Background: an optimization exercise with open tools, aiming at small area and a short achievable clock period. Do not read the settings as production practice.
In this exercise RTL edits were held to simulation tests only and were not proved equivalent to the original.
Power figures rest on the tool's default switching activity, not on a simulated workload.

==> flow/design.v, too long to show whole: its modules and the start of the top module <==
// module alpha_mean: 5809 lines
module alpha_mean
(
    input   wire            clk                 ,
    input   wire            rst_n               ,
    input   wire            win_vld             ,
    input   wire  [199:0]   win                 ,
    output  reg             mean_vld            ,
    output  reg     [ 7:0]  mean_data
);
  // ...
==> flow/flow/run.sh <==
#!/bin/bash
# The standard layout (standard.sh, unchanged synthesis), with ORFS's
# repair_timing asked to reach 8.5 ns of setup slack instead of 0.
# The clock period and all constraints are the design's.
export SETUP_SLACK_MARGIN=8.5
bash standard.sh > standard.log 2>&1
==> flow/standard.sh <==
#!/bin/bash
# synth_recipe.tcl (not shown) runs the flow's synth.tcl, then flattens the netlist and writes it again
# the make line also repeats each setting of config.mk as NAME=value (left out here)
make -C /OpenROAD-flow-scripts/flow DESIGN_CONFIG=/design/flow/config.mk WORK_HOME=/design/flow/orfs CLKGATE_MAP_FILE= SYNTH_SCRIPT=/design/flow/synth_recipe.tcl "${@:-finish}"
==> flow/config.mk <==
export PLATFORM = sky130hd
export DESIGN_NAME = alpha_mean
export DESIGN_NICKNAME = alpha_mean
export VERILOG_FILES = /design/flow/design.v
export SDC_FILE = /design/flow/constraint.sdc
export NUM_CORES = 4
export LEC_CHECK = 0
export ABC_AREA = 1
export CAP_MARGIN = 20
export CORE_MARGIN = 2
export CORE_UTILIZATION = 55
export CTS_CLUSTER_DIAMETER = 150
export CTS_CLUSTER_SIZE = 30
export PLACE_DENSITY = 0.65
export SLEW_MARGIN = 20
==> flow/constraint.sdc <==
create_clock -name core_clock -period 12.0 [get_ports {clk}]
set_input_delay 2.4000 -clock core_clock [delete_from_list [all_inputs] [get_ports {clk}]]
set_output_delay 2.4000 -clock core_clock [all_outputs]
set_load 0.01 [all_outputs]
==> results list, run 1 <==
* Share of async-settable or async-resettable flops after synthesis: 0.00807
- Counting the buffers created by CTS gives 36.
- Gate count of the mapped netlist: 9,692
- By area, the combinational part of the netlist is dominated by simple AND/OR/NAND/NOR gates.
* Ports: 212
- Placed Cells incl. Taps: 11,000
- The longest clock path from root to sink contains 3 buffers.
* Synth Flop Type: sky130_fd_sc_hd__dfxtp_1
- Post-synthesis cell type count: 44
- Share of synthesized area spent on multiplexers: 0
- For this configuration, the core starts out at a cell density of 0.556.
- Ranked by total cell area, the synthesized netlist is headed by sky130_fd_sc_hd__dfxtp_1 (25%), sky130_fd_sc_hd__fa_1 (18%), sky130_fd_sc_hd__nand2_1 (15%).
- Parity-gate share of the synthesized area counting xor and xnor cells: 0.00964
- Of all cell types, the one taking the most synthesized area is sky130_fd_sc_hd__dfxtp_1.
* Run status: stopped before the end
- Simple-gate share of the synthesized area: 0.205
* Post-CTS setup buffers: 258
- CTS saw 867 sinks.
- Weighted congestion reported at the end of routability-driven placement: 1.15
* Log Error: [ERROR GRT-0116] Global routing finished with congestion. Check the congestion regions in the DRC Viewer.
- Entering global routing, the biggest net connects 42 pins.
* Combined area of all synthesized cells: 69,000 um^2
- During placement, the flow inserted port buffers numbering 211.
- It got as far as global routing and failed there.
- Height of the die: 358 um
- Half-perimeter wire length after placement: 281,000 um
- Number of synthesized flops with an enable pin: 0
==> inputs of run 2 (changes only) <==
==> flow/flow/run.sh (replaced) <==
#!/bin/bash
# The standard layout (standard.sh, unchanged synthesis), with ORFS's
# repair_timing asked to reach 8.0 ns of setup slack instead of 0.
# The clock period and all constraints are the design's.
export SETUP_SLACK_MARGIN=8.0
bash standard.sh > standard.log 2>&1
--- a/flow/config.mk
+++ b/flow/config.mk
@@ -8,8 +8,8 @@
 export ABC_AREA = 1
 export CAP_MARGIN = 20
-export CORE_MARGIN = 2
-export CORE_UTILIZATION = 55
-export CTS_CLUSTER_DIAMETER = 150
+export CORE_AREA = 2.3 2.72 429.64 429.76
+export CTS_CLUSTER_DIAMETER = 100
 export CTS_CLUSTER_SIZE = 30
-export PLACE_DENSITY = 0.65
+export DIE_AREA = 0 0 431.8 431.8
+export PLACE_DENSITY = 0.55
 export SLEW_MARGIN = 20
==> run 2 against run 1 <==
Compared with the run above:
- the run now finishes clean
- area after synthesis is the same
- synthesized cell count is the same
==> results list, run 2 <==
- The die covers 186,000 um^2.
- Of the total power, the clock network draws 0.101.
* Setup slack, reg-to-reg: 7.87 ns
- Kind of end point of the critical path: register
- From synthesis to final layout, the design area changed by 11.6%.
- Total global routing track utilization: 0.455
- CTS Sinks: 867 (unchanged)
- DRC: 0
* Final count of pins violating max slew: 0
- The tool flagged a number of max-cap violations equal to 0.
- DR vias: 76,500
* Number of antenna violations at the first check in global routing: 35
* Capture instance of the worst register-to-register path: s2_3513
- Initial cell density of the core: 0.378 (was 0.556)
- Internal Pwr Total: 0.00888 W
- Setup violations remaining at the end of the flow were counted as 0.
* Cell with the biggest individual delay on the critical path: sky130_fd_sc_hd__fa_1
- Sequential share of the synthesized area: 0.252 (unchanged)
- Standard-cell rows: 157 (was 129)
- Number of synthesized register bits: 867 (unchanged)
- Number of synthesized flops with an enable pin: 0 (unchanged)
- Power Dens Cells: 254 nW/um^2
- The count of cells in the finished layout, fillers not included, comes to 12,000.
* Combinational share of power: 0.678
- Fin worst setup slack: 7.87 ns
- Following the worst setup path forward leads to its endpoint at s2_3513.
- The sum of net half-perimeters after detailed placement came to 304,000 um (was 281,000 um).
- Largest register by flop count: mean_data
- Highest fanout seen on the critical path: 21
- Post-synthesis cell type count: 44 (unchanged)
- Biggest area contributors in the synthesized netlist: sky130_fd_sc_hd__dfxtp_1 (25%), sky130_fd_sc_hd__fa_1 (18%), sky130_fd_sc_hd__nand2_1 (15%) (unchanged)
* Via count of the first global-routing pass: 70,000
- The register with the most flip-flops in the layout has 8 of them.
* Fraction of power spent switching nets: 0.546
* Register clock-pin slew on the reported worst setup and hold paths: 0.11 ns
- The worst path needs 4.13 ns of the cycle, external delays included.
- The worst-case setup slack after placement is 7.44 ns (was 6.89 ns).
- The worst-case clock buffer depth was 3 (unchanged).
* Share of the synthesized area in the top cell type: 0.249 (unchanged)
* Cells traversed along the worst timing path: buf_12 > clkinvlp_4 > buf_4 > o22ai_1 > nand3_1 > nand3_1 > nand2_1 > nand2_1 > nand2_1 > a21oi_1 > inv_1 > ha_1 > xnor2_2 > fa_1 > fa_1
- For this design the total switching power over the nets is 0.0107 W.
* CTS Root Cell: sky130_fd_sc_hd__clkbuf_16 (unchanged)
* Worst skew pair latency: 0.78 ns
* Most used standard cell by instance count after synthesis: sky130_fd_sc_hd__nand2_1 (unchanged)
* Global route overflow: 0
* Sequential share of power: 0.221
* Leading cell type in the layout, fill and taps excluded: sky130_fd_sc_hd__nand2_1
* Worst IR drop on VDD: 0.000586 V
- The count of port buffers added during placement is 211 (unchanged).
- Final hold viol count: 0
- Sum of internal, switching and leakage power: 0.0196 W
* Gate count of the mapped netlist: 9,692 (unchanged)
- The number of nets produced by synthesis came to 10,600 (unchanged).
- Run status: complete, no violations (was stopped before the end)
- Data on the critical path arrives at its endpoint at 4.83 ns.
- Required time worst endpoint: 12.70 ns
- For this run, the top clock speed supported by timing is 242 MHz.
- Between clock sinks in the finished design, the worst skew comes to 0.0647 ns.
- The count of nets left with antenna violations once routing finished came out at 0.
* Layout filler cell count: 18,600
- CTS Hold Bufs: 0 (unchanged)
- Synth Flop Type: sky130_fd_sc_hd__dfxtp_1 (unchanged)
- Static Leak: 36.8 nW
* Area of the placeable core: 182,000 um^2
- Height of the die: 432 um (was 358 um)
* Slowest cell delay on critical path: 0.54 ns
* RR Startpoint: s1_58
- The largest registers in the layout are mean_data x8, vld x6.
* Die span in x: 432 um (was 358 um)
- The final layout contains routed wiring with a total length of 436,000 um.
* Largest net degree at the start of global routing: 42
- TritonCTS built the clock tree.
- The mean area per synthesized cell was 7.12 um^2 (unchanged).
* Number of cells on the worst reg-to-reg path: 15
* Ranking of synthesized cells by instance count: sky130_fd_sc_hd__nand2_1 (2,789), sky130_fd_sc_hd__inv_1 (1,447), sky130_fd_sc_hd__o22ai_1 (1,233), sky130_fd_sc_hd__dfxtp_1 (860), sky130_fd_sc_hd__fa_1 (626) (unchanged)
- The warning count from the yosys run came to 1 (unchanged).
- The critical path is of the register to register type.
* Final cell utilization of the core: 0.422
- Of the available clock period, the critical path in the final layout requires 0.344.
* Cell type contributing the most total cell area after synthesis: sky130_fd_sc_hd__dfxtp_1 (unchanged)
* Proportion of layout cells with a drive suffix above 1: 0.0926
- Before antenna repair, the detailed router went through 9 iterations.
- Combined area of all synthesized cells: 69,000 um^2 (unchanged)
- The instance count after placement with tap cells included is 11,800 (was 11,000).
- Final routed wire length divided by cell count: 36.5 um
* Ports: 212 (unchanged)
- Cts bufs inserted: 46 (was 36)
- For the final routed database, the setup TNS stands at 0 ns.
* Number of levels in the clock H-tree: 2 (unchanged)
- In the routed layout, each cell is associated on average with a via count of 6.40.
- Category of the worst setup path launch point: register
- The first global-routing pass estimated 585,000 um of wire.
* Worst rel slew slack: 0.221
* # nets final: 10,500
- The most numerous cell type found on the critical path is sky130_fd_sc_hd__nand2_1.
- Critical path launch point: s1_58
- Tightest Pin Transition: 1.17 ns
- Unrepaired setup endpoints after global routing: true
- Leading cell types in the layout, fill and taps excluded: sky130_fd_sc_hd__nand2_1 (2,759), sky130_fd_sc_hd__inv_1 (1,404), sky130_fd_sc_hd__o22ai_1 (1,193), sky130_fd_sc_hd__dfxtp_1 (842), sky130_fd_sc_hd__fa_1 (621)
- Iter 0 DRT Violations: 14,700
- The share of async-settable or async-resettable flops after synthesis came to 0.00807 (unchanged).
* Min-Delay Path Class: register to register
- The weighted congestion at the end of routability-driven global placement is 1.12 (was 1.15).
==> run 2: cell counts after synthesis <==
No cell type changed its count.
==> run 2: power groups by stage <==
stage | clock, W | sequential [W] | combinational (W)
finish | 0.00197 | 0.00432 | 0.0133
global route | 0.00211 | 0.00439 | 0.0144
CTS | 0.00200 | 0.00432 | 0.0128
detailed placement | 0 | 0.00438 | 0.0126
global placement | 0 | 0.00438 | 0.0123
floorplan | 0 | 0.00422 | 0.00687
==> run 2: layout make-up <==
cell class / count / area, um^2 / share of cell area
timing repair inverter: 17 / 128 / 0.00166
multi-input combinational: 6435 / 42900 / 0.557
timing repair buffer: 623 / 5830 / 0.0757
tap: 2385 / 2980 / 0.0387
sequential: 867 / 17400 / 0.226
clock buffer: 48 / 1160 / 0.0150
inverter: 1542 / 6110 / 0.0793
antenna: 17 / 42.5 / 0.000552
clock inverter: 25 / 474 / 0.00615
==> run 2: repair_timing <==
item	CTS	global route
setup buffers	52	42
resized for setup	254	295
gates cloned	14	5
setup endpoints to repair	158	144
pin swaps	1	21
==> run 2: logic make-up after synthesis <==
logic type,synth area share
compound gates,0.188
xor+xnor,0.00964
fa+ha+maj,0.204
buf+inv,0.142
flops,0.252
simple gates,0.205
==> run 2: metal layers <==
layer  vias up  GRT usage  wire length [um]
met3      2037      0.162             63600
met4        16      0.383             48200
met1     36400      0.555            153000
met2      7056      0.635            171000
li1      31000          -                 -
met5         -          0               154
==> run 2: how the worst min path moves through the flow <==
stage	cells after the start	slack (ns)	end	start
2_1_floorplan	0	0.31	s5_4713	s4_4642
3_3_place_gp	0	0.34	vld[4]	vld[3]
3_5_place_dp	0	0.34	vld[3]	vld[2]
4_1_cts	0	0.36	vld[1]	vld[0]
5_1_grt	0	0.38	vld[4]	vld[3]
6_report	0	0.36	vld[5]	vld[4]
==> run 2: per-stage QoR <==
| stage | hold slack [ns] | cell area, um^2 |
|---|---|---|
| final | 0.365 | 77100 |
| after global routing | 0.379 | 77000 |
| after CTS | 0.365 | 75500 |
| after detailed placement | 0.336 | 72600 |
| after global placement | 0.337 | 72600 |
| after floorplan | 0.310 | 69000 |
==> run 2: critical path, delay by kind of cell, from the launching register on <==
family	cells	cell delay, ns
AO/OA/AOI/OAI	2	0.54
XOR/XNOR	1	0.29
adder cells (fa/ha/maj)	3	1.37
buffers and inverters	4	0.76
flip-flops	1	0.38
AND/OR/NAND/NOR	5	0.72
==> inputs of run 3 (changes only) <==
--- a/flow/config.mk
+++ b/flow/config.mk
@@ -8,8 +8,10 @@
 export ABC_AREA = 1
 export CAP_MARGIN = 20
-export CORE_AREA = 2.3 2.72 429.64 429.76
+export CELL_PAD_IN_SITES_DETAIL_PLACEMENT = 1
+export CELL_PAD_IN_SITES_GLOBAL_PLACEMENT = 2
+export CORE_AREA = 2.3 2.72 456.78 456.96
 export CTS_CLUSTER_DIAMETER = 100
 export CTS_CLUSTER_SIZE = 30
-export DIE_AREA = 0 0 431.8 431.8
-export PLACE_DENSITY = 0.55
+export DIE_AREA = 0 0 459.0 459.0
+export PLACE_DENSITY = 0.5
 export SLEW_MARGIN = 20
==> run 3 against run 2 <==
Compared with the run above:
- still clean
- core utilization is 4.5 points lower
- via count increased by 1.0%
- power grew 7.6%
- non-clock buffer count is 26 higher
- design area grew 1.2%
- die area is 13% higher
- clock-buffer cell count grew 1
- clock skew increased by 0.0095 ns
- final cell count rose by 2.9%
- maximum frequency about the same
- sequential cell count unchanged
- global-route usage is 0.46 points higher
- critical path type unchanged
- largest cell class unchanged
- largest power group unchanged
==> results list, run 3 <==
* Standard-cell rows: 167 (was 157)
- Wire length of the first global-routing pass: 659,000 um (was 585,000 um)
- Mean area per synthesized cell: 7.12 um^2 (unchanged)
- Slowest cell delay on critical path: 0.56 ns (was 0.54 ns)
- Run status: complete, no violations (unchanged).
* Biggest regs: mean_data x8, vld x6 (unchanged)
- Largest register by flop count: mean_data (unchanged)
- The critical-path maximum fanout is 25 (was 21).
- The startpoint-to-endpoint class of the critical path is register to register (unchanged).
- The count of cell types in the netlist was 44 (unchanged).
* Buffer depth of the longest clock path: 3 (unchanged)
- The worst clock skew is 0.0742 ns (was 0.0647 ns).
* Iter 0 DRT Violations: 11,200 (was 14,700)
* Metal3 WL: 54,800 um (was 63,600 um)
- The die extent in y is 459 um (was 432 um).
* Register clock-pin slew on the reported worst setup and hold paths: 0.11 ns (about the same)
- The instance count on the critical path was 11 (was 15).
- The sum of internal, switching and leakage power was 0.0210 W (was 0.0196 W).
* DRC: 0 (unchanged)
- Global route overflow: 0 (unchanged)
* Uppermost signal routing layer after detailed routing: met5 (unchanged)
- Number of synthesized flops with an enable pin: 0 (unchanged)
- The average routed wire per standard cell is 40.6 um (was 36.5 um).
- The static power due to leakage was 37.1 nW (was 36.8 nW).
- Final worst path period share: 0.344 (about the same)
- Critical path launch point: s1_20 (was s1_58)
- Number of violations of the max-capacitance limit: 0 (unchanged)
- The remaining antenna violation count after routing came to 0 (unchanged).
- The weighted congestion at the end of routability-driven global placement is 1.01 (was 1.12).
- Total die area: 211,000 um^2 (was 186,000 um^2)
- The most common library cell in the layout ignoring fill and taps is sky130_fd_sc_hd__nand2_1 (unchanged).
* CTS tree: done (unchanged)
- Share of async-settable or async-resettable flops after synthesis: 0.00807 (unchanged)
* Gate count of the mapped netlist: 9,692 (unchanged)
- Number of synthesized register bits: 867 (unchanged)
- Number of antenna violations at the first check in global routing: 39 (was 35)
- The worst relative slew slack is 0.181 (was 0.221).
- The register-to-register setup slack is 7.87 ns (about the same).
* Endpoint of the most critical setup path: s2_3540 (was s2_3513)
* Top Family by Delay on Critical Path: adder cells (unchanged)
- The total number of nets in the final design came to 10,500 (about the same).
- The number of cell instances on the worst register-to-register path is 11 (was 15).
- Half-perimeter wire length after placement: 357,000 um (was 304,000 um)
- Combined area of all synthesized cells: 69,000 um^2 (unchanged)
- RR Startpoint: s1_20 (was s1_58)
* DR vias: 77,300 (was 76,500)
- Unrepaired setup endpoints after global routing: true (unchanged).
- Cells traversed along the worst timing path: clkinv_2 > buf_6 > o221ai_1 > nand3_1 > nand2_1 > a21oi_1 > nor2_1 > fa_1 > inv_1 > fa_1 > fa_1 (was buf_12 > clkinvlp_4 > buf_4 > o22ai_1 > nand3_1 > nand3_1 > nand2_1 > nand2_1 > nand2_1 > a21oi_1 > inv_1 > ha_1 > xnor2_2 > fa_1 > fa_1)
* Final count of pins violating max slew: 0 (unchanged)
- The largest net degree at the start of global routing is 42 (unchanged).
* Accumulated negative setup slack: 0 ns (unchanged)
- The warning count from the yosys run came to 1 (unchanged).
- Arrival time reported for the critical path endpoint: 4.82 ns (was 4.83 ns)
- The element type at the critical path end is a register (unchanged).
- Cell type contributing the most total cell area after synthesis: sky130_fd_sc_hd__dfxtp_1 (unchanged)
- Worst IR drop on VDD: 0.000745 V (was 0.000586 V)
- CTS Sinks: 867 (unchanged)
- CTS Root Cell: sky130_fd_sc_hd__clkbuf_16 (unchanged)
- The type of element launching the critical path is a register (unchanged).
* Initial cell density of the core: 0.334 (was 0.378)
* Proportion of layout cells with a drive suffix above 1: 0.0973 (was 0.0926)
- Die span in x: 459 um (was 432 um)
* Final hold viol count: 0 (unchanged)
- Ranking of synthesized cells by instance count: sky130_fd_sc_hd__nand2_1 (2,789), sky130_fd_sc_hd__inv_1 (1,447), sky130_fd_sc_hd__o22ai_1 (1,233), sky130_fd_sc_hd__dfxtp_1 (860), sky130_fd_sc_hd__fa_1 (626) (unchanged).
- The count of H-tree levels built during CTS was 2 (unchanged).
- The non-filler instance count after layout is 12,300 (was 12,000).
* Share of the synthesized area in the top cell type: 0.249 (unchanged)
- The CTS buffer count was 46 (unchanged).
* Critical Path Most Common Cell: sky130_fd_sc_hd__fa_1 (was sky130_fd_sc_hd__nand2_1)
* Capture instance of the worst register-to-register path: s2_3540 (was s2_3513)
* Tightest Pin Transition: 1.23 ns (was 1.17 ns)
* Required time worst endpoint: 12.69 ns (was 12.70 ns)
* Ports: 212 (unchanged)
* Sequential share of the synthesized area: 0.252 (unchanged)
- Cell with the biggest individual delay on the critical path: sky130_fd_sc_hd__fa_1 (unchanged)
- The final count of negative-setup-slack endpoints is 0 (unchanged).
* Port Buffers: 211 (unchanged)
- Biggest area contributors in the synthesized netlist: sky130_fd_sc_hd__dfxtp_1 (25%), sky130_fd_sc_hd__fa_1 (18%), sky130_fd_sc_hd__nand2_1 (15%) (unchanged)
- Min-Delay Path Class: register to register (unchanged)
- The number of nets produced by synthesis came to 10,600 (unchanged).
- The total power per unit cell area was 270 nW/um^2 (was 254 nW/um^2).
- The number of global-route vias before repair was 74,700 (was 70,000).
- The leading cell type by number of instances after synthesis is sky130_fd_sc_hd__nand2_1 (unchanged).
- Met2 WL: 206,000 um (was 171,000 um)
* Leading cell types in the layout, fill and taps excluded: sky130_fd_sc_hd__nand2_1 (2,763), sky130_fd_sc_hd__inv_1 (1,409), sky130_fd_sc_hd__o22ai_1 (1,191), sky130_fd_sc_hd__dfxtp_1 (834), sky130_fd_sc_hd__fa_1 (617) (was sky130_fd_sc_hd__nand2_1 (2,759), sky130_fd_sc_hd__inv_1 (1,404), sky130_fd_sc_hd__o22ai_1 (1,193), sky130_fd_sc_hd__dfxtp_1 (842), sky130_fd_sc_hd__fa_1 (621))
- First drt pass iteration count: 8 (was 9)
- The placed cell area came to 73,500 um^2 (was 72,600 um^2).
- The all-layer global routing usage was 0.459 (was 0.455).
- Top achievable clock speed: 242 MHz (about the same)
- Average via count per standard cell: 6.28 (was 6.40)
* Worst skew pair latency: 0.76 ns (was 0.78 ns)
- Area added between synthesis and finish: 13.0% (was 11.6%)
- The final non-filler cell area came to 78,000 um^2 (was 77,100 um^2).
* Final WL: 500,000 um (was 436,000 um)
- The flip-flop cell with the highest count after synthesis is sky130_fd_sc_hd__dfxtp_1 (unchanged).
* Flip-flop count of the largest register, all copies and words added: 8 (unchanged)
- The met1 wire length came to 191,000 um (was 153,000 um).
* Area of the placeable core: 206,000 um^2 (was 182,000 um^2)
- The instance count after placement with tap cells included was 12,100 (was 11,800).
* Worst path bufs/invs: 3 (was 4)
- Final critical path time including I/O delays and setup: 4.13 ns (about the same)
-- run 3: worst min-delay path by stage --
stage / start / end / slack, ns / cells after the start
6_report: s4_4642 / s5_4713 / 0.34 / 0
5_1_grt: s4_4642 / s5_4713 / 0.36 / 0
4_1_cts: s4_4642 / s5_4713 / 0.34 / 0
3_5_place_dp: s4_4642 / s5_4713 / 0.31 / 0
3_3_place_gp: s4_4642 / s5_4713 / 0.32 / 0
2_1_floorplan: s4_4642 / s5_4713 / 0.31 / 0
-- run 3: logic make-up after synthesis --
group / count (synthesis) / synth area share
buf+inv: 2390 / 0.142
compound gates: 2016 / 0.188
xor+xnor: 76 / 0.00964
fa+ha+maj: 747 / 0.204
flops: 867 / 0.252
simple gates: 3596 / 0.205
-- run 3: layout make-up --
type	instances	area [um^2]
multi-input cells	6435	43000
clock inverters	29	520
repair inverters	6	45.0
well taps	2704	3380
fillers	25300	128000
inverters	1542	6080
flip-flops and latches	867	17400
clock buffers	49	1160
repair buffers	649	6260
diodes	24	60.1
-- run 3: worst register-to-register path, stage by stage (launching register included) --
cell	delay, ns
sky130_fd_sc_hd__dfxtp_1	0.45
sky130_fd_sc_hd__clkinv_2	0.31
sky130_fd_sc_hd__buf_6	0.33
sky130_fd_sc_hd__o221ai_1	0.53
sky130_fd_sc_hd__nand3_1	0.16
sky130_fd_sc_hd__nand2_1	0.19
sky130_fd_sc_hd__a21oi_1	0.10
sky130_fd_sc_hd__nor2_1	0.37
sky130_fd_sc_hd__fa_1	0.51
sky130_fd_sc_hd__inv_1	0.10
sky130_fd_sc_hd__fa_1	0.49
sky130_fd_sc_hd__fa_1	0.56
-- run 3: power breakdown --
group | internal, W | total, W | switching [W]
sequential | 0.00385 | 0.00436 | 0.000513
clock | 0.000789 | 0.00201 | 0.00122
combinational | 0.00442 | 0.0147 | 0.0102
total | 0.00906 | 0.0210 | 0.0120
-- run 3: routing by layer --
metal,track usage,vias to the layer above
met5,0,-
met2,0.675,5616
met4,0.348,10
met3,0.107,1517
li1,-,31000
met1,0.583,39100
-- run 3: through the flow --
step	setup slack, ns	util	hold WS, ns
floorplan	8.87	-	0.310
CTS	7.95	0.372	0.342
detailed placement	6.93	0.356	0.314
global route	7.95	0.377	0.356
finish	7.87	0.378	0.342
global placement	6.95	0.356	0.315
-- run 3: repair_timing --
action	4_1_cts	5_1_grt
hold buffers	0	0
pin swaps	2	11
gates cloned	6	4
endpoints found under the setup margin	160	119
buffers inserted	45	21
gates resized for setup	338	267
==> inputs of run 4 (changes only) <==
==> flow/flow/run.sh (replaced) <==
#!/bin/bash
# The standard layout (standard.sh, unchanged synthesis), with ORFS's
# repair_timing asked to reach 8.3 ns of setup slack instead of 0.
# The clock period and all constraints are the design's.
export SETUP_SLACK_MARGIN=8.3
bash standard.sh > standard.log 2>&1
==> run 4 against run 3 <==
Compared with the run above:
- still clean on timing, DRC and antenna
- hold slack about the same
- clock power barely moved
- wire length rose by 4.7%
- combinational power increased by 3%
==> results list, run 4 <==
- Combinational share of power: 0.705 (was 0.697)
- WS Path Type: register to register (unchanged)
- Post-synthesis cell type count: 44 (unchanged)
- The fraction of power spent switching nets is 0.565 (was 0.569).
- The count of port buffers added during placement is 211 (unchanged).
- CTS Sinks: 867 (unchanged)
- Worst IR drop on VDD: 0.000778 V (was 0.000745 V)
- The share of the yosys chip area belonging to registers is 0.252 (unchanged).
- The chip width came to 459 um (unchanged).
- Half-perimeter wire length after placement: 357,000 um (unchanged)
- Via count of the first global-routing pass: 76,000 (was 74,700)
- Initial cell density of the core: 0.334 (unchanged)
- The net switching component of the power is 0.0122 W (was 0.0120 W).
* Leading cell types in the layout, fill and taps excluded: sky130_fd_sc_hd__nand2_1 (2,669), sky130_fd_sc_hd__inv_1 (1,392), sky130_fd_sc_hd__o22ai_1 (1,173), sky130_fd_sc_hd__dfxtp_1 (789), sky130_fd_sc_hd__fa_1 (599) (was sky130_fd_sc_hd__nand2_1 (2,763), sky130_fd_sc_hd__inv_1 (1,409), sky130_fd_sc_hd__o22ai_1 (1,191), sky130_fd_sc_hd__dfxtp_1 (834), sky130_fd_sc_hd__fa_1 (617))
- Weighted congestion reported at the end of routability-driven placement: 1.01 (unchanged)
* First drt pass iteration count: 7 (was 8)
* Setup slack, reg-to-reg: 8.17 ns (was 7.87 ns)
* Area added between synthesis and finish: 20.8% (was 13.0%)
- The number of DRC markers after the initial detailed-route iteration is 11,800 (was 11,200).
* Number of synthesized flops with an enable pin: 0 (unchanged)
* Gate count of the mapped netlist: 9,692 (unchanged)
- The final count of negative-setup-slack endpoints came to 0 (unchanged).
- CTS tree: done (unchanged)
- The all-layer global routing usage came to 0.471 (was 0.459).
- Cells traversed along the worst timing path: clkbuf_8 > buf_6 > o22ai_1 > inv_1 > nand2_1 > nand2_1 > nand2_2 > nand2_1 > nand2_1 > o21ai_1 > ha_1 > xor2_2 > fa_1 > fa_1 (was clkinv_2 > buf_6 > o221ai_1 > nand3_1 > nand2_1 > a21oi_1 > nor2_1 > fa_1 > inv_1 > fa_1 > fa_1).
* Worst skew pair latency: 0.77 ns (was 0.76 ns)
- Share of the synthesized area in the top cell type: 0.249 (unchanged)
* Capture instance of the worst register-to-register path: s2_3360 (was s2_3540)
- Static Leak: 39.0 nW (was 37.1 nW)
- Leading cell type in the layout, fill and taps excluded: sky130_fd_sc_hd__nand2_1 (unchanged)
- Ranking of synthesized cells by instance count: sky130_fd_sc_hd__nand2_1 (2,789), sky130_fd_sc_hd__inv_1 (1,447), sky130_fd_sc_hd__o22ai_1 (1,233), sky130_fd_sc_hd__dfxtp_1 (860), sky130_fd_sc_hd__fa_1 (626) (unchanged).
- The total power per unit cell area was 259 nW/um^2 (was 270 nW/um^2).
- Biggest regs: mean_data x8, vld x6 (unchanged)
- Critical path launch point: s1_13 (was s1_20)
* Ports: 212 (unchanged)
* Final count of pins violating max slew: 0 (unchanged)
- The time the worst path needs with I/O delays and setup was 3.83 ns (was 4.13 ns).
- The total wire length is 523,000 um (was 500,000 um).
- The worst-case clock buffer depth is 3 (unchanged).
* Area of the placeable core: 206,000 um^2 (unchanged)
- Number of nets produced by synthesis: 10,600 (unchanged)
- Standard-cell rows: 167 (unchanged)
* Sum of internal, switching and leakage power: 0.0216 W (was 0.0210 W)
- The number of buffers and inverters on the critical path was 3 (unchanged).
* Required time worst endpoint: 12.64 ns (was 12.69 ns)
* Worst rel slew slack: 0.304 (was 0.181)
* RR Startpoint: s1_13 (was s1_20)
* Final clock skew: 0.0667 ns (was 0.0742 ns)
* Number of levels in the clock H-tree: 2 (unchanged)
* DR vias: 79,500 (was 77,300)
* Unrepaired setup endpoints after global routing: true (unchanged)
- The flip-flop cell with the highest count after synthesis is sky130_fd_sc_hd__dfxtp_1 (unchanged).
- Endpoint of the most critical setup path: s2_3360 (was s2_3540)
- Biggest area contributors in the synthesized netlist: sky130_fd_sc_hd__dfxtp_1 (25%), sky130_fd_sc_hd__fa_1 (18%), sky130_fd_sc_hd__nand2_1 (15%) (unchanged)
* Largest register by flop count: mean_data (unchanged)
- The instance count on the critical path was 14 (was 11).
* Average via count per standard cell: 6.37 (was 6.28)
- Global route overflow: 0 (unchanged)
- The type of the tightest min-delay check is register to register (unchanged).
- Flip-flop count of the largest register, all copies and words added: 8 (unchanged)
* Accumulated negative setup slack: 0 ns (unchanged)
- Most used standard cell by instance count after synthesis: sky130_fd_sc_hd__nand2_1 (unchanged)
* Critical Path Most Common Cell: sky130_fd_sc_hd__nand2_1 (was sky130_fd_sc_hd__fa_1)
- Tightest Pin Transition: 1.04 ns (was 1.23 ns)
* Run status: complete, no violations (unchanged)
* Kind of end point of the critical path: register (unchanged)
- The global-route wire length before repair was 674,000 um (was 659,000 um).
- Number of antenna violations at the first check in global routing: 44 (was 39)
* Largest net degree at the start of global routing: 42 (unchanged)
* Worst hold path stage count: 0 (unchanged)
- Highest fanout seen on the critical path: 18 (was 25)
* Mean area per synthesized cell: 7.12 um^2 (unchanged)
- Final routed wire length divided by cell count: 42.0 um (was 40.6 um)
* Slowest cell delay on critical path: 0.51 ns (was 0.56 ns)
* Proportion of layout cells with a drive suffix above 1: 0.152 (was 0.0973)
* Share of power burned in the clock network: 0.093 (was 0.095)
* Number of cells on the worst reg-to-reg path: 14 (was 11)
* Number of nets with antenna violations after routing: 0 (unchanged)
- CTS Hold Bufs: 0 (unchanged)
- Number of warnings reported in the yosys synthesis log: 1 (unchanged)
- The remaining routing DRC violations came to 0 (unchanged).
- CTS Root Cell: sky130_fd_sc_hd__clkbuf_16 (unchanged)
* Register clock-pin slew on the reported worst setup and hold paths: 0.12 ns (was 0.11 ns)
* Category of the worst setup path launch point: register (unchanged)
* Arrival time reported for the critical path endpoint: 4.48 ns (was 4.82 ns)
- The dominant delay contributor by cell family on the critical path is adder cells (unchanged).
* Height of the die: 459 um (unchanged)
- The part of the cycle the worst path needs is 0.319 (was 0.344).
- Combined area of all synthesized cells: 69,000 um^2 (unchanged)
- Sequential share of power: 0.202 (was 0.207)
- The number of endpoints with negative hold slack in the final report was 0 (unchanged).
- Number of synthesized register bits: 867 (unchanged)
* Share of async-settable or async-resettable flops after synthesis: 0.00807 (unchanged)
- The top cell type by total area after synthesis was sky130_fd_sc_hd__dfxtp_1 (unchanged).
* Total die area: 211,000 um^2 (unchanged)
- The total internal power was 0.00941 W (was 0.00906 W).
- Cell with the biggest individual delay on the critical path: sky130_fd_sc_hd__fa_1 (unchanged)
* Number of violations of the max-capacitance limit: 0 (unchanged)
- # nets final: 10,700 (was 10,500)
- Cts bufs inserted: 46 (unchanged)
- Top achievable clock speed: 261 MHz (was 242 MHz)
[run 4: cell counts after synthesis]
Identical to the previous run, type by type.
[run 4: routing by layer]
layer | track usage | share of wire
met1 | 0.587 | 0.38
met2 | 0.685 | 0.40
met3 | 0.134 | 0.12
met4 | 0.361 | 0.099
met5 | 0.00505 | 0.00091
[run 4: through the flow]
| step | utilization | instance area, um^2 | std cells | hold WS, ns | worst slack (ns) |
|---|---|---|---|---|---|
| after floorplan | - | 69000 | 9692 | 0.310 | 8.87 |
| after global placement | 0.356 | 73500 | 12100 | 0.315 | 6.95 |
| after detailed placement | 0.356 | 73500 | 12100 | 0.314 | 6.93 |
| after CTS | 0.388 | 80100 | 12300 | 0.342 | 8.24 |
| after global routing | 0.404 | 83300 | 12500 | 0.356 | 8.22 |
| final | 0.404 | 83400 | 12500 | 0.342 | 8.17 |
[run 4: layout make-up]
cell class	instances	area (um^2)
fillers	24900	123000
clock buffers	49	1160
multi-input cells	6435	44800
flip-flops and latches	867	17600
repair buffers	803	9460
repair inverters	8	61.3
clock inverters	29	520
well taps	2704	3380
inverters	1542	6320
diodes	33	82.6
[run 4: power by group through the flow]
stage / clock, W / sequential, W / combinational, W
6_report: 0.00201 / 0.00437 / 0.0152
5_1_grt: 0.00214 / 0.00444 / 0.0162
4_1_cts: 0.00204 / 0.00437 / 0.0146
3_5_place_dp: 0 / 0.00442 / 0.0142
3_3_place_gp: 0 / 0.00441 / 0.0137
2_1_floorplan: 0 / 0.00422 / 0.00687
[run 4: worst reg2reg max path, cell delays in order (launching register included)]
cell	delay, ns
sky130_fd_sc_hd__dfxtp_1	0.37
sky130_fd_sc_hd__clkbuf_8	0.33
sky130_fd_sc_hd__buf_6	0.37
sky130_fd_sc_hd__o22ai_1	0.13
sky130_fd_sc_hd__inv_1	0.07
sky130_fd_sc_hd__nand2_1	0.17
sky130_fd_sc_hd__nand2_1	0.14
sky130_fd_sc_hd__nand2_2	0.15
sky130_fd_sc_hd__nand2_1	0.15
sky130_fd_sc_hd__nand2_1	0.06
sky130_fd_sc_hd__o21ai_1	0.19
sky130_fd_sc_hd__ha_1	0.33
sky130_fd_sc_hd__xor2_2	0.29
sky130_fd_sc_hd__fa_1	0.51
sky130_fd_sc_hd__fa_1	0.48
[run 4: worst min-delay path by stage]
stage,startpoint,endpoint,slack (ns)
after CTS,s4_4642,s5_4713,0.34
after detailed placement,s4_4642,s5_4713,0.31
after global placement,s4_4642,s5_4713,0.32
after global routing,s4_4642,s5_4713,0.36
final,s4_4642,s5_4713,0.34
after floorplan,s4_4642,s5_4713,0.31
[run 4: cell families after synthesis]
family,synth area share
buffers and inverters,0.142
adders and majority gates,0.204
AOI/OAI and AO/OA,0.188
DFF,0.252
xor gates and xnor gates,0.00964
and+or+nand+nor,0.205
[run 4: timing repair]
action                                  CTS  global route
buffers inserted                         87            92
endpoints found under the setup margin  208           165
pin swaps                                52            92
resized for setup                       988           505
cloned                                   27            26
==> inputs of run 5 (changes only) <==
==> flow/flow/run.sh (replaced) <==
#!/bin/bash
# The standard layout (standard.sh, unchanged synthesis), with ORFS's
# repair_timing asked to reach 8.3 ns of setup slack instead of 0, and every
# input and output port buffered with sky130_fd_sc_hd__buf_1 (instead of the
# delay cell buffer_ports picks by default).
# The clock period and all constraints are the design's.
export SETUP_SLACK_MARGIN=8.3
export BUFFER_PORTS_ARGS="-buffer_cell sky130_fd_sc_hd__buf_1"
bash standard.sh > standard.log 2>&1
==> run 5 against run 4 <==
Compared with the run above:
- global-route usage is 0.91 points higher
- final cell count is 0.69% higher
- first-iteration DRC count is 11% higher
- power is 1.3% higher
- via count is 1.9% higher
- largest power group unchanged
- highest routed layer unchanged
- non-clock buffer count is 68 higher
- hold slack better by 0.023 ns
- combinational power hardly changed
- clock power is about 10% higher
- die area stayed put
==> results list, run 5 <==
- The instance count after placement with tap cells included came to 12,100 (about the same).
* Area added between synthesis and finish: 22.1% (was 20.8%)
* Global route overflow: 0 (unchanged)
- The length of the first detailed-routing pass in iterations was 14 (was 7).
- Worst rel slew slack: 0.155 (was 0.304)
* Number of warnings reported in the yosys synthesis log: 1 (unchanged)
* Ranking of synthesized cells by instance count: sky130_fd_sc_hd__nand2_1 (2,789), sky130_fd_sc_hd__inv_1 (1,447), sky130_fd_sc_hd__o22ai_1 (1,233), sky130_fd_sc_hd__dfxtp_1 (860), sky130_fd_sc_hd__fa_1 (626) (unchanged)
- Leading cell types in the layout, fill and taps excluded: sky130_fd_sc_hd__nand2_1 (2,629), sky130_fd_sc_hd__inv_1 (1,388), sky130_fd_sc_hd__o22ai_1 (1,168), sky130_fd_sc_hd__dfxtp_1 (782), sky130_fd_sc_hd__fa_1 (584) (was sky130_fd_sc_hd__nand2_1 (2,669), sky130_fd_sc_hd__inv_1 (1,392), sky130_fd_sc_hd__o22ai_1 (1,173), sky130_fd_sc_hd__dfxtp_1 (789), sky130_fd_sc_hd__fa_1 (599))
* Number of nets with antenna violations after routing: 0 (unchanged)
- Final cell utilization of the core: 0.408 (was 0.404)
- Setup slack, reg-to-reg: 8.15 ns (was 8.17 ns)
- Worst hold path stage count: 0 (unchanged)
- Average via count per standard cell: 6.45 (was 6.37)
- Static Leak: 39.3 nW (was 39.0 nW)
- The number of cell instances on the worst register-to-register path came to 15 (was 14).
* Min-Delay Path Class: register to register (unchanged)
- The total number of nets in the final design came to 10,700 (about the same).
- Cell type contributing the most total cell area after synthesis: sky130_fd_sc_hd__dfxtp_1 (unchanged)
- The weighted congestion at the end of routability-driven global placement came to 1.07 (was 1.01).
* Standard-cell rows: 167 (unchanged)
* Total non-filler cell area in the finished layout: 84,300 um^2 (was 83,400 um^2)
- The register with the most flip-flops was mean_data (unchanged).
- The global-route wire length before repair is 687,000 um (was 674,000 um).
* Number of synthesized register bits: 867 (unchanged)
- The overall die area is 211,000 um^2 (unchanged).
- Setup violation total in the final timing report: 0 (unchanged)
- The synthesized instance count is 9,692 (unchanged).
- The maximum frequency from static timing analysis was 260 MHz (was 261 MHz).
* Via count of the first global-routing pass: 77,700 (was 76,000)
- The endpoint arrival time on the critical path was 4.49 ns (was 4.48 ns).
- Area of the placeable core: 206,000 um^2 (unchanged)
- Final critical path time including I/O delays and setup: 3.85 ns (was 3.83 ns)
* Sequential share of power: 0.199 (was 0.202)
- The average routed wire per standard cell is 42.3 um (was 42.0 um).
* Final clock skew: 0.0956 ns (was 0.0667 ns)
* Initial cell density of the core: 0.334 (unchanged)
- Required time worst endpoint: 12.63 ns (was 12.64 ns)
- The sum of net half-perimeters after detailed placement is 358,000 um (was 357,000 um).
- The mean area per synthesized cell is 7.12 um^2 (unchanged).
- Number of violations of the max-capacitance limit: 0 (unchanged)
- Leading cell type in the layout, fill and taps excluded: sky130_fd_sc_hd__nand2_1 (unchanged)
- Cell Area, Placed: 72,200 um^2 (was 73,500 um^2)
- Number of synthesized flops with an enable pin: 0 (unchanged)
- Hold path startpoint: vld[1] (was s4_4642)
- Iter 0 DRT Violations: 13,200 (was 11,800)
* Critical Path Most Common Cell: sky130_fd_sc_hd__nand2_1 (unchanged)
* Run status: complete, no violations (unchanged)
* Die span in x: 459 um (unchanged)
- Cells traversed along the worst timing path: buf_12 > inv_2 > buf_12 > nand2_1 > nand3_1 > nand2_1 > nand2_1 > nand2_1 > nand2_1 > nand2_1 > nand2_2 > ha_1 > xor2_2 > fa_2 > fa_1 (was clkbuf_8 > buf_6 > o22ai_1 > inv_1 > nand2_1 > nand2_1 > nand2_2 > nand2_1 > nand2_1 > o21ai_1 > ha_1 > xor2_2 > fa_1 > fa_1)
* Final hold viol count: 0 (unchanged)
* CTS Root Cell: sky130_fd_sc_hd__clkbuf_16 (unchanged)
* Category of the worst setup path launch point: register (unchanged)
- Register clock-pin slew on the reported worst setup and hold paths: 0.12 ns (about the same)
- The net switching component of the power was 0.0124 W (was 0.0122 W).
- The die extent in y was 459 um (unchanged).
- Flip-flop count of the largest register, all copies and words added: 8 (unchanged)
- The master of the slowest instance on the critical path was sky130_fd_sc_hd__fa_2 (was sky130_fd_sc_hd__fa_1).
* CTS Hold Bufs: 0 (unchanged)
- The element type at the critical path end is a register (unchanged).
- The flip-flop cell with the highest count after synthesis is sky130_fd_sc_hd__dfxtp_1 (unchanged).
- Sequential share of the synthesized area: 0.252 (unchanged)
* CTS tree: done (unchanged)
- Slowest cell delay on critical path: 0.64 ns (was 0.51 ns)
- Highest fanout seen on the critical path: 26 (was 18)
- The share of async-settable or async-resettable flops after synthesis is 0.00807 (unchanged).
- Final WL: 531,000 um (was 523,000 um)
- DRC: 0 (unchanged)
* Biggest area contributors in the synthesized netlist: sky130_fd_sc_hd__dfxtp_1 (25%), sky130_fd_sc_hd__fa_1 (18%), sky130_fd_sc_hd__nand2_1 (15%) (unchanged)
- The total power per unit cell area was 260 nW/um^2 (was 259 nW/um^2).
- Internal Pwr Total: 0.00955 W (was 0.00941 W)
* Buffer depth of the longest clock path: 3 (unchanged)
- Ports: 212 (unchanged)
- Port Buffers: 211 (unchanged)
- Unrepaired setup endpoints after global routing: true (unchanged)
- The startpoint of the lowest-slack register-to-register path is s1_84 (was s1_13).
* Number of levels in the clock H-tree: 2 (unchanged)
- The slew at the pin closest to its max-slew limit was 1.27 ns (was 1.04 ns).
* Post-synthesis cell type count: 44 (unchanged)
- The number of sinks on the clock net is 867 (unchanged).
- The largest net degree at the start of global routing came to 38 (was 42).
- The all-layer global routing usage was 0.480 (was 0.471).
- Number of nets produced by synthesis: 10,600 (unchanged)
* Final worst path period share: 0.321 (was 0.319)
- The initial antenna violation count was 56 (was 44).
* Final count of pins violating max slew: 0 (unchanged)
- The latest clock arrival within the worst-skew pair was 0.81 ns (was 0.77 ns).
- The part of the power in combinational logic came to 0.700 (was 0.705).
- Cts bufs inserted: 52 (was 46)
- Capture instance of the worst register-to-register path: s2_3423 (was s2_3360)
- The ratio of cells with drive above 1 in the final layout came to 0.173 (was 0.152).
* Layout filler cell count: 24,900 (about the same)
- The proportion of power drawn by the clock network came to 0.101 (was 0.093).
* Final cell count without fillers: 12,600 (was 12,500)
- Share of the synthesized area in the top cell type: 0.249 (unchanged)
- Biggest regs: mean_data x8, vld x6 (unchanged).
* Most used standard cell by instance count after synthesis: sky130_fd_sc_hd__nand2_1 (unchanged)
* Accumulated negative setup slack: 0 ns (unchanged)
* WS Path Type: register to register (unchanged)
- The synthesized area came to 69,000 um^2 (unchanged).
- Endpoint, Worst Hold: vld[2] (was s5_4713)
* Fraction of power spent switching nets: 0.564 (was 0.565)
* DR vias: 80,900 (was 79,500)
- The peak supply drop came to 0.000534 V (was 0.000778 V).
-- run 5: cell counts after synthesis --
Identical to the previous run, type by type.
-- run 5: logic make-up after synthesis --
logic type | after synthesis | share of synthesized area
flops | 867 | 0.252
compound gates | 2016 | 0.188
xor+xnor | 76 | 0.00964
buf+inv | 2390 | 0.142
simple gates | 3596 | 0.205
fa+ha+maj | 747 | 0.204
-- run 5: worst max-delay path, delay by kind of cell (launching register included) --
family,cells,cell delay [ns]
and+or+nand+nor,8,1.04
buffers and inverters,3,0.45
DFF,1,0.47
xor gates and xnor gates,1,0.21
adders and majority gates,3,1.42
-- run 5: per-stage QoR --
| stage | setup slack (ns) | hold slack, ns | total power [W] |
|---|---|---|---|
| floorplan | 8.87 | 0.310 | 0.0111 |
| global placement | 6.80 | 0.335 | 0.0181 |
| detailed placement | 6.75 | 0.337 | 0.0185 |
| CTS | 8.23 | 0.369 | 0.0213 |
| global route | 8.17 | 0.373 | 0.0230 |
| finish | 8.15 | 0.365 | 0.0219 |
-- run 5: layer usage --
layer  vias up  wire length (um)  track usage
li1      31500                 -            -
met1     40700            194000        0.585
met2      6628            214000        0.700
met3      2088             69200        0.154
met4        18             53300        0.370
met5         -               583      0.00207
-- run 5: power by group through the flow --
stage	logic (W)	registers, W	clock network, W
final	0.0153	0.00435	0.00222
after global routing	0.0162	0.00442	0.00235
after floorplan	0.00687	0.00422	0
after CTS	0.0147	0.00435	0.00225
after detailed placement	0.0141	0.00440	0
after global placement	0.0137	0.00439	0
-- run 5: area by class of cell --
type                            instances  area (um^2)  area share
Clock buffer                           56         1330      0.0157
Clock inverter                         32          638     0.00757
Timing Repair Buffer                  871         9170       0.109
Sequential cell                       867        17600       0.209
Tap cell                             2704         3380      0.0401
Timing Repair inverter                  7         52.6    0.000624
Multi-Input combinational cell       6435        45600       0.541
Inverter                             1542         6370      0.0756
Antenna cell                           42          105     0.00125
-- run 5: repair_timing --
item                                    CTS  global route
buffers inserted                        136            97
gates cloned                             40            23
gates resized for setup                1161           506
pin swaps                                86           157
endpoints found under the hold margin     0             0
setup endpoints to repair               217           154
-- run 5: worst max path at each step --
| stage | from | endpoint | slack (ns) | depth (start not counted) |
|---|---|---|---|---|
| 2_1_floorplan | s1_34 | s2_3414 | 8.87 | 15 |
| 3_3_place_gp | s1_171 | s2_3540 | 6.80 | 10 |
| 3_5_place_dp | s1_171 | s2_3540 | 6.75 | 10 |
| 4_1_cts | s1_50 | s2_3405 | 8.23 | 13 |
| 5_1_grt | s1_89 | s2_3450 | 8.17 | 16 |
| 6_report | s1_84 | s2_3423 | 8.15 | 15 |
==> inputs of run 6 (changes only) <==
--- a/flow/config.mk
+++ b/flow/config.mk
@@ -14,4 +14,6 @@
 export CTS_CLUSTER_SIZE = 30
 export DIE_AREA = 0 0 459.0 459.0
+export GPL_TIMING_DRIVEN = 1
 export PLACE_DENSITY = 0.5
 export SLEW_MARGIN = 20
+export TNS_END_PERCENT = 5
==> run 6 against run 5 <==
Compared with the run above:
- still clean on timing, DRC and antenna
- area after synthesis unchanged
- die area unchanged
- synthesized cell count unchanged
- setup slack got worse by 0.058 ns
- first-iteration DRC count decreased by 8.0%
- via count decreased by 2.0%
- design area decreased by 3.5%
- sequential power about the same
- wire length decreased by 2.6%
- largest cell class unchanged
==> results list, run 6 <==
- The utilization after layout was 0.394 (was 0.408).
* Largest register by flop count: mean_data (unchanged)
* Synth Flop Type: sky130_fd_sc_hd__dfxtp_1 (unchanged)
* Total die area: 211,000 um^2 (unchanged)
* Number of violations of the max-capacitance limit: 0 (unchanged)
- Half-perimeter wire length after placement: 358,000 um (unchanged)
- The part of the cycle the worst path needs came to 0.326 (was 0.321).
- The sequential fraction of design power was 0.202 (was 0.199).
- # nets final: 10,600 (was 10,700)
* Flip-flop count of the largest register, all copies and words added: 8 (unchanged)
- Share of power burned in the clock network: 0.103 (was 0.101)
* Share of the synthesized area in the top cell type: 0.249 (unchanged)
* Accumulated negative setup slack: 0 ns (unchanged)
* Global route overflow: 0 (unchanged)
* Placed Cells incl. Taps: 12,100 (unchanged)
* Final hold viol count: 0 (unchanged)
- The number of global-route vias before repair was 76,700 (was 77,700).
- The final non-filler cell area came to 81,400 um^2 (was 84,300 um^2).
- Arrival time reported for the critical path endpoint: 4.59 ns (was 4.49 ns)
- Biggest regs: mean_data x8, vld x6 (unchanged)
* Sequential share of the synthesized area: 0.252 (unchanged)
* Worst hold margin: 0.365 ns (about the same)
* Weighted congestion reported at the end of routability-driven placement: 1.07 (unchanged)
- CTS Root Cell: sky130_fd_sc_hd__clkbuf_16 (unchanged)
- Tightest Pin Transition: 1.11 ns (was 1.27 ns)
- Category of the worst setup path launch point: register (unchanged)
* Initial cell density of the core: 0.334 (unchanged)
- The critical-path maximum fanout was 13 (was 26).
- Internal Pwr Total: 0.00937 W (was 0.00955 W)
- The remaining routing DRC violations is 0 (unchanged).
* Run status: complete, no violations (unchanged)
- The ratio of cells with drive above 1 in the final layout is 0.146 (was 0.173).
* Worst skew pair latency: 0.82 ns (was 0.81 ns)
* WS Path Type: register to register (unchanged)
* Sw Pwr: 0.0122 W (was 0.0124 W)
- The number of nets produced by synthesis is 10,600 (unchanged).
- Static Leak: 38.2 nW (was 39.3 nW)
- The number of sinks on the clock net was 867 (unchanged).
* Wire length of the first global-routing pass: 670,000 um (was 687,000 um)
* Combinational share of power: 0.695 (was 0.700)
- Most used standard cell by instance count after synthesis: sky130_fd_sc_hd__nand2_1 (unchanged)
- Number of antenna violations at the first check in global routing: 46 (was 56)
- First drt pass iteration count: 9 (was 14)
- Final clock skew: 0.0981 ns (was 0.0956 ns)
- The chip width was 459 um (unchanged).
* Top achievable clock speed: 256 MHz (was 260 MHz)
* Setup violation total in the final timing report: 0 (unchanged)
- Leading cell types in the layout, fill and taps excluded: sky130_fd_sc_hd__nand2_1 (2,688), sky130_fd_sc_hd__inv_1 (1,391), sky130_fd_sc_hd__o22ai_1 (1,174), sky130_fd_sc_hd__dfxtp_1 (798), sky130_fd_sc_hd__fa_1 (591) (was sky130_fd_sc_hd__nand2_1 (2,629), sky130_fd_sc_hd__inv_1 (1,388), sky130_fd_sc_hd__o22ai_1 (1,168), sky130_fd_sc_hd__dfxtp_1 (782), sky130_fd_sc_hd__fa_1 (584)).
- Standard-cell rows: 167 (unchanged)
- The count of H-tree levels built during CTS came to 2 (unchanged).
- Average via count per standard cell: 6.37 (was 6.45)
- The peak supply drop came to 0.000547 V (was 0.000534 V).
- Port Buffers: 211 (unchanged)
- Height of the die: 459 um (unchanged)
* Worst rel slew slack: 0.260 (was 0.155)
* Worst path bufs/invs: 4 (was 3)
* Area added between synthesis and finish: 17.9% (was 22.1%)
- Cell Area, Placed: 72,200 um^2 (unchanged)
* Gate count of the mapped netlist: 9,692 (unchanged)
- Cell with the biggest individual delay on the critical path: sky130_fd_sc_hd__o221ai_1 (was sky130_fd_sc_hd__fa_2)
- The remaining antenna violation count after routing is 0 (unchanged).
- Final count of pins violating max slew: 0 (unchanged)
* Cell type contributing the most total cell area after synthesis: sky130_fd_sc_hd__dfxtp_1 (unchanged)
- The overall via count from detail_route came to 79,300 (was 80,900).
* Register clock-pin slew on the reported worst setup and hold paths: 0.11 ns (was 0.12 ns)
- The dominant delay contributor by cell family on the critical path is adder cells (unchanged).
- The peak per-stage delay on the critical path is 0.61 ns (was 0.64 ns).
- Final routed wire length divided by cell count: 41.5 um (was 42.3 um)
- Power Dens Cells: 265 nW/um^2 (was 260 nW/um^2)
- The core box area was 206,000 um^2 (unchanged).
* Number of synthesized register bits: 867 (unchanged)
- The total wire length came to 517,000 um (was 531,000 um).
* Kind of end point of the critical path: register (unchanged)
- Ranking of synthesized cells by instance count: sky130_fd_sc_hd__nand2_1 (2,789), sky130_fd_sc_hd__inv_1 (1,447), sky130_fd_sc_hd__o22ai_1 (1,233), sky130_fd_sc_hd__dfxtp_1 (860), sky130_fd_sc_hd__fa_1 (626) (unchanged)
* Final cell count without fillers: 12,500 (was 12,600)
- Unrepaired setup endpoints after global routing: true (unchanged)
* Biggest area contributors in the synthesized netlist: sky130_fd_sc_hd__dfxtp_1 (25%), sky130_fd_sc_hd__fa_1 (18%), sky130_fd_sc_hd__nand2_1 (15%) (unchanged)
- Fraction of power spent switching nets: 0.565 (was 0.564)
* Cells traversed along the worst timing path: buf_12 > clkinvlp_4 > buf_6 > o221ai_1 > nand3_1 > nand2_1 > nand2_1 > a21oi_1 > fa_2 > inv_1 > fa_1 > fa_1 (was buf_12 > inv_2 > buf_12 > nand2_1 > nand3_1 > nand2_1 > nand2_1 > nand2_1 > nand2_1 > nand2_1 > nand2_2 > ha_1 > xor2_2 > fa_2 > fa_1)
- The share of async-settable or async-resettable flops after synthesis came to 0.00807 (unchanged).
- Combined area of all synthesized cells: 69,000 um^2 (unchanged)
- Final critical path time including I/O delays and setup: 3.91 ns (was 3.85 ns)
- The warning count from the yosys run was 1 (unchanged).
- Post-synthesis cell type count: 44 (unchanged)
* CTS tree: done (unchanged)
* Number of synthesized flops with an enable pin: 0 (unchanged)
* Buffer depth of the longest clock path: 3 (unchanged)
- Leading cell type in the layout, fill and taps excluded: sky130_fd_sc_hd__nand2_1 (unchanged)
* Largest net degree at the start of global routing: 42 (was 38)
- The mean area per synthesized cell is 7.12 um^2 (unchanged).
* Ports: 212 (unchanged)
- Total global routing track utilization: 0.467 (was 0.480)
- The number of DRC markers after the initial detailed-route iteration was 12,100 (was 13,200).
* Required time worst endpoint: 12.68 ns (was 12.63 ns)
- The CTS buffer count came to 52 (unchanged).
- Min-Delay Path Class: register to register (unchanged)
==> run 6: cell counts after synthesis <==
Identical to the previous run, type by type.
==> run 6: repair_timing <==
item	in CTS	in global routing
resized for setup	825	456
hold buffers	0	0
buffers inserted	87	81
endpoints found under the setup margin	217	173
pin swaps	33	85
cloned	19	24
==> run 6: logic make-up (layout without fill, tap and decap cells) <==
family,after synthesis,after routing,synth area share
adders and majority gates,747,747,0.204
DFF,867,867,0.252
other,0,25,0
and+or+nand+nor,3596,3596,0.205
xor gates and xnor gates,76,76,0.00964
AOI/OAI and AO/OA,2016,2016,0.188
buffers and inverters,2390,2423,0.142
==> run 6: worst paths after layout <==
kind / startpoint / to / slack [ns] / cells after the start
max: s1_91 / s2_3522 / 8.09 / 12
max in group asynchronous: rst_n / vld[3] / 10.27 / 1
min in group asynchronous: rst_n / vld[0] / 1.48 / 1
max reg2reg: s1_91 / s2_3522 / 8.09 / 12
min reg2reg: vld[1] / vld[2] / 0.37 / 0
min: vld[1] / vld[2] / 0.37 / 0
==> run 6: metrics by stage <==
step / power, W / setup slack (ns)
after detailed placement: 0.0185 / 6.75
final: 0.0215 / 8.09
after floorplan: 0.0111 / 8.87
after global placement: 0.0181 / 6.80
after global routing: 0.0227 / 8.11
after CTS: 0.0211 / 8.14
==> run 6: per-layer routing <==
metal | routed length, um | vias up | track usage
li1 | - | 31300 | -
met1 | 192000 | 40100 | 0.576
met2 | 212000 | 6015 | 0.689
met3 | 63000 | 1877 | 0.132
met4 | 49900 | 6 | 0.355
met5 | 45 | - | 0.00184
==> run 6: layout make-up <==
type                       instances  area (um^2)
antenna                           25         62.6
clock buffer                      56         1330
clock inverter                    32          638
fill                           25100       125000
inverter                        1542         6320
multi-input combinational       6435        44400
sequential                       867        17600
tap                             2704         3380
timing repair buffer             786         7590
timing repair inverter             7         52.6
==> run 6: worst reg2reg max path: stages (launching register included) <==
cell,delay (ns)
sky130_fd_sc_hd__dfxtp_4,0.44
sky130_fd_sc_hd__buf_12,0.20
sky130_fd_sc_hd__clkinvlp_4,0.16
sky130_fd_sc_hd__buf_6,0.21
sky130_fd_sc_hd__o221ai_1,0.62
sky130_fd_sc_hd__nand3_1,0.18
sky130_fd_sc_hd__nand2_1,0.13
sky130_fd_sc_hd__nand2_1,0.11
sky130_fd_sc_hd__a21oi_1,0.19
sky130_fd_sc_hd__fa_2,0.54
sky130_fd_sc_hd__inv_1,0.11
sky130_fd_sc_hd__fa_1,0.42
sky130_fd_sc_hd__fa_1,0.47
==> run 6: power by group through the flow <==
stage	clock network, W	logic (W)	registers (W)
after global routing	0.00235	0.0159	0.00442
after CTS	0.00225	0.0145	0.00435
final	0.00223	0.0150	0.00435
after floorplan	0	0.00687	0.00422
after global placement	0	0.0137	0.00439
after detailed placement	0	0.0141	0.00440
==> inputs of run 7 (changes only) <==
==> flow/flow/run.sh (replaced) <==
#!/bin/bash
# The standard layout (standard.sh, unchanged synthesis), with ORFS's
# repair_timing asked to reach 8.1 ns of setup slack instead of 0, and every
# input and output port buffered with sky130_fd_sc_hd__buf_1 (instead of the
# delay cell buffer_ports picks by default).
# The clock period and all constraints are the design's.
export SETUP_SLACK_MARGIN=8.1
export BUFFER_PORTS_ARGS="-buffer_cell sky130_fd_sc_hd__buf_1"
bash standard.sh > standard.log 2>&1
--- a/flow/config.mk
+++ b/flow/config.mk
@@ -17,3 +17,2 @@
 export PLACE_DENSITY = 0.5
 export SLEW_MARGIN = 20
-export TNS_END_PERCENT = 5
==> run 7 against run 6 <==
Compared with the run above:
- design area is 2.7% lower
- setup slack worse by 0.13 ns
- core utilization is 1.1 points lower
- die area did not move
- power fell by 0.75%
- clock skew decreased by 0.013 ns
- wire length shrank 2.0%
==> results list, run 7 <==
* Run status: complete, no violations (unchanged)
- Initial cell density of the core: 0.334 (unchanged)
* Half-perimeter wire length after placement: 358,000 um (unchanged)
- The most common library cell in the layout ignoring fill and taps was sky130_fd_sc_hd__nand2_1 (unchanged).
- Ranking of synthesized cells by instance count: sky130_fd_sc_hd__nand2_1 (2,789), sky130_fd_sc_hd__inv_1 (1,447), sky130_fd_sc_hd__o22ai_1 (1,233), sky130_fd_sc_hd__dfxtp_1 (860), sky130_fd_sc_hd__fa_1 (626) (unchanged)
* # nets final: 10,600 (about the same)
* Top achievable clock speed: 247 MHz (was 256 MHz)
* Number of synthesized flops with an enable pin: 0 (unchanged)
- The total of flip-flops plus latches after synthesis is 867 (unchanged).
- The weighted congestion at the end of routability-driven global placement came to 1.07 (unchanged).
- Flip-flop count of the largest register, all copies and words added: 8 (unchanged)
- The top cell type by total area after synthesis was sky130_fd_sc_hd__dfxtp_1 (unchanged).
- DR vias: 78,200 (was 79,300)
* Area added between synthesis and finish: 14.7% (was 17.9%)
- The layout filler cell count was 25,300 (was 25,100).
- Number of levels in the clock H-tree: 2 (unchanged)
- The count of maximum capacitance violations is 0 (unchanged).
- Worst IR drop on VDD: 0.000537 V (was 0.000547 V)
- The largest net degree at the start of global routing is 42 (unchanged).
- The clock root buffer is sky130_fd_sc_hd__clkbuf_16 (unchanged).
* First drt pass iteration count: 7 (was 9)
* Buffer depth of the longest clock path: 3 (unchanged)
- The worst-case setup slack after placement came to 6.75 ns (unchanged).
* Number of nets with antenna violations after routing: 0 (unchanged)
* Sequential share of the synthesized area: 0.252 (unchanged)
* Total area of multi-input combinational cells: 43,900 um^2 (was 44,400 um^2)
- Tightest Pin Transition: 1.12 ns (was 1.11 ns)
* Grt met3 use: 0.122 (was 0.132)
- Post-synthesis cell type count: 44 (unchanged)
- Worst rel slew slack: 0.248 (was 0.260)
* CTS Hold Bufs: 0 (unchanged)
- The final count of negative-setup-slack endpoints came to 0 (unchanged).
- The startpoint-to-endpoint class of the critical path is register to register (unchanged).
- The clock slew at the register clock pins of the worst setup and hold paths came to 0.11 ns (about the same).
- Mean area per synthesized cell: 7.12 um^2 (unchanged)
- The overall die area came to 211,000 um^2 (unchanged).
- Busiest layer in global routing: met2 (unchanged)
* Number of antenna violations at the first check in global routing: 47 (was 46)
- The post-layout worst setup margin is 7.96 ns (was 8.09 ns).
- The endpoint required time on the critical path is 12.67 ns (was 12.68 ns).
* Sum of internal, switching and leakage power: 0.0214 W (was 0.0215 W)
* Number of warnings reported in the yosys synthesis log: 1 (unchanged)
- Number of nets produced by synthesis: 10,600 (unchanged)
- The detail-routed via count per cell was 6.32 (was 6.37).
- The number of endpoints with negative hold slack in the final report was 0 (unchanged).
* Static Leak: 37.3 nW (was 38.2 nW)
- Final WL: 507,000 um (was 517,000 um)
- The synthesized instance count was 9,692 (unchanged).
- The instance count after placement with tap cells included was 12,100 (unchanged).
- The CTS tree was done (unchanged).
- The leading cell type by number of instances after synthesis is sky130_fd_sc_hd__nand2_1 (unchanged).
* Category of the worst setup path launch point: register (unchanged)
- CTS Sinks: 867 (unchanged)
* Ports: 212 (unchanged)
- Synth Flop Type: sky130_fd_sc_hd__dfxtp_1 (unchanged)
- The ratio of cells with drive above 1 in the final layout came to 0.124 (was 0.146).
- The remaining routing DRC violations is 0 (unchanged).
- Share of async-settable or async-resettable flops after synthesis: 0.00807 (unchanged)
* Met1 usage: 0.575 (was 0.576)
- The core box area was 206,000 um^2 (unchanged).
- Leading cell types in the layout, fill and taps excluded: sky130_fd_sc_hd__nand2_1 (2,729), sky130_fd_sc_hd__inv_1 (1,395), sky130_fd_sc_hd__o22ai_1 (1,177), sky130_fd_sc_hd__dfxtp_1 (819), sky130_fd_sc_hd__fa_1 (603) (was sky130_fd_sc_hd__nand2_1 (2,688), sky130_fd_sc_hd__inv_1 (1,391), sky130_fd_sc_hd__o22ai_1 (1,174), sky130_fd_sc_hd__dfxtp_1 (798), sky130_fd_sc_hd__fa_1 (591)).
- Global routing usage on met2: 0.684 (was 0.689)
* Total global routing track utilization: 0.463 (was 0.467)
- The post-route setup TNS came to 0 ns (unchanged).
* Standard-cell rows: 167 (unchanged)
- Min-Delay Path Class: register to register (unchanged)
* Final cell count without fillers: 12,400 (was 12,500)
- The total power per unit cell area came to 270 nW/um^2 (was 265 nW/um^2).
- Biggest regs: mean_data x8, vld x6 (unchanged)
- Die span in x: 459 um (unchanged)
- Largest register by flop count: mean_data (unchanged)
- Port Buffers: 211 (unchanged)
* Biggest area contributors in the synthesized netlist: sky130_fd_sc_hd__dfxtp_1 (25%), sky130_fd_sc_hd__fa_1 (18%), sky130_fd_sc_hd__nand2_1 (15%) (unchanged)
- Iter 0 DRT Violations: 11,700 (was 12,100)
- Final worst path period share: 0.337 (was 0.326)
* Sequential cell area: 17,500 um^2 (was 17,600 um^2)
- Height of the die: 459 um (unchanged)
- Highest fanout seen on the critical path: 33 (was 13)
* Setup slack, reg-to-reg: 7.96 ns (was 8.09 ns)
- Global route overflow: 0 (unchanged)
- The global-route wire length before repair came to 664,000 um (was 670,000 um).
* Cts bufs inserted: 52 (unchanged)
* Combined area of all synthesized cells: 69,000 um^2 (unchanged)
- Unrepaired setup endpoints after global routing: true (unchanged)
- Arrival time reported for the critical path endpoint: 4.71 ns (was 4.59 ns)
* Worst skew pair latency: 0.80 ns (was 0.82 ns)
- The average routed wire per standard cell is 41.0 um (was 41.5 um).
- The top cell type's share of synthesized area was 0.249 (unchanged).
- Kind of end point of the critical path: register (unchanged)
- The number of global-route vias before repair was 76,000 (was 76,700).
* Final critical path time including I/O delays and setup: 4.04 ns (was 3.91 ns)
- The utilization after layout was 0.383 (was 0.394).
* Final clock skew: 0.0852 ns (was 0.0981 ns)
- The max-slew violation total from the final report came to 0 (unchanged).
-- run 7: kinds of logic after synthesis --
group                      share of synthesized area
and+or+nand+nor                                0.205
buffers and inverters                          0.142
DFF                                            0.252
xor gates and xnor gates                     0.00964
AOI/OAI and AO/OA                              0.188
adders and majority gates                      0.204
-- run 7: path summary, 6_finish.rpt --
| kind | depth (start not counted) | startpoint | end |
|---|---|---|---|
| min reg2reg | 0 | vld[2] | vld[3] |
| max | 10 | s1_196 | s2_3567 |
| max in group asynchronous | 1 | rst_n | vld[3] |
| max reg2reg | 10 | s1_196 | s2_3567 |
| min | 0 | vld[2] | vld[3] |
| min in group asynchronous | 1 | rst_n | vld[0] |
-- run 7: what timing repair did --
action | CTS | global route
setup buffers | 67 | 44
pin swaps | 13 | 46
setup endpoints to repair | 164 | 129
resized for setup | 609 | 377
cloned | 10 | 11
-- run 7: worst max-delay path, cell delays in order (launching register included) --
cell and delay (ns):
sky130_fd_sc_hd__dfxtp_1 0.34, sky130_fd_sc_hd__buf_4 0.49, sky130_fd_sc_hd__clkinv_4 0.35, sky130_fd_sc_hd__nor2_1 0.18, sky130_fd_sc_hd__a21oi_1 0.05, sky130_fd_sc_hd__o21bai_1 0.38, sky130_fd_sc_hd__nand3_1 0.24, sky130_fd_sc_hd__a21oi_2 0.33
sky130_fd_sc_hd__fa_1 0.51, sky130_fd_sc_hd__fa_1 0.53, sky130_fd_sc_hd__fa_1 0.49
-- run 7: layout make-up --
class / instances / share of cell area
repair inverters: 7 / 0.000664
repair buffers: 707 / 0.0776
well taps: 2704 / 0.0427
multi-input cells: 6435 / 0.554
clock inverters: 32 / 0.00806
inverters: 1542 / 0.0781
clock buffers: 56 / 0.0168
diodes: 20 / 0.000632
flip-flops and latches: 867 / 0.221
-- run 7: per-layer routing --
layer,wire length [um],share of wire,vias to the layer above
met2,210000,0.41,5862
met5,52,0.00010,-
met1,189000,0.37,39500
met4,48300,0.095,8
li1,-,-,31100
met3,59500,0.12,1693
-- run 7: stage by stage --
step                hold slack [ns]  cell area [um^2]
finish                        0.366             79200
global route                  0.373             79100
CTS                           0.369             77000
detailed placement            0.337             72200
global placement              0.335             72200
floorplan                     0.310             69000
-- run 7: report_power, final --
group / switching, W / internal, W / total (W)
Clock: 0.00132 / 0.000899 / 0.00222
Sequential: 0.000495 / 0.00385 / 0.00434
Combinational: 0.0103 / 0.00455 / 0.0148

## re-timing with driven ports
How much do the figures lean on ideal ports? The routed layouts below were timed once more, with nothing changed but the port constraints. Step 1 assumes that a clkbuf_16 drives the clock port and a buf_2 every other input. Step 2 adds t to the input delays and takes it off the output delays; t is the mean of the earliest and latest rising clock arrival at the registers after step 1. Input paths then give back, and output paths get back, about the clock's delay inside the block. a / b / c = no drivers / after step 1 / after step 2; a / b = the first two.
run | t, ns | setup slack, ns | hold WS [ns]
run 2 | 0.829 | 7.867 / 7.867 / 7.867 | 0.365 / 0.365 / 0.365
run 3 | 0.823 | 7.871 / 7.871 / 7.871 | 0.342 / 0.342 / 0.342
run 4 | 0.831 | 8.167 / 8.167 / 8.167 | 0.342 / 0.342 / 0.342
run 5 | 0.860 | 8.148 / 8.148 / 8.148 | 0.365 / 0.365 / 0.365
run 6 | 0.869 | 8.090 / 8.090 / 8.090 | 0.365 / 0.365 / 0.365
run 7 | 0.862 | 7.955 / 7.955 / 7.955 | 0.366 / 0.366 / 0.366
After both steps setup and hold are still met in every run listed.
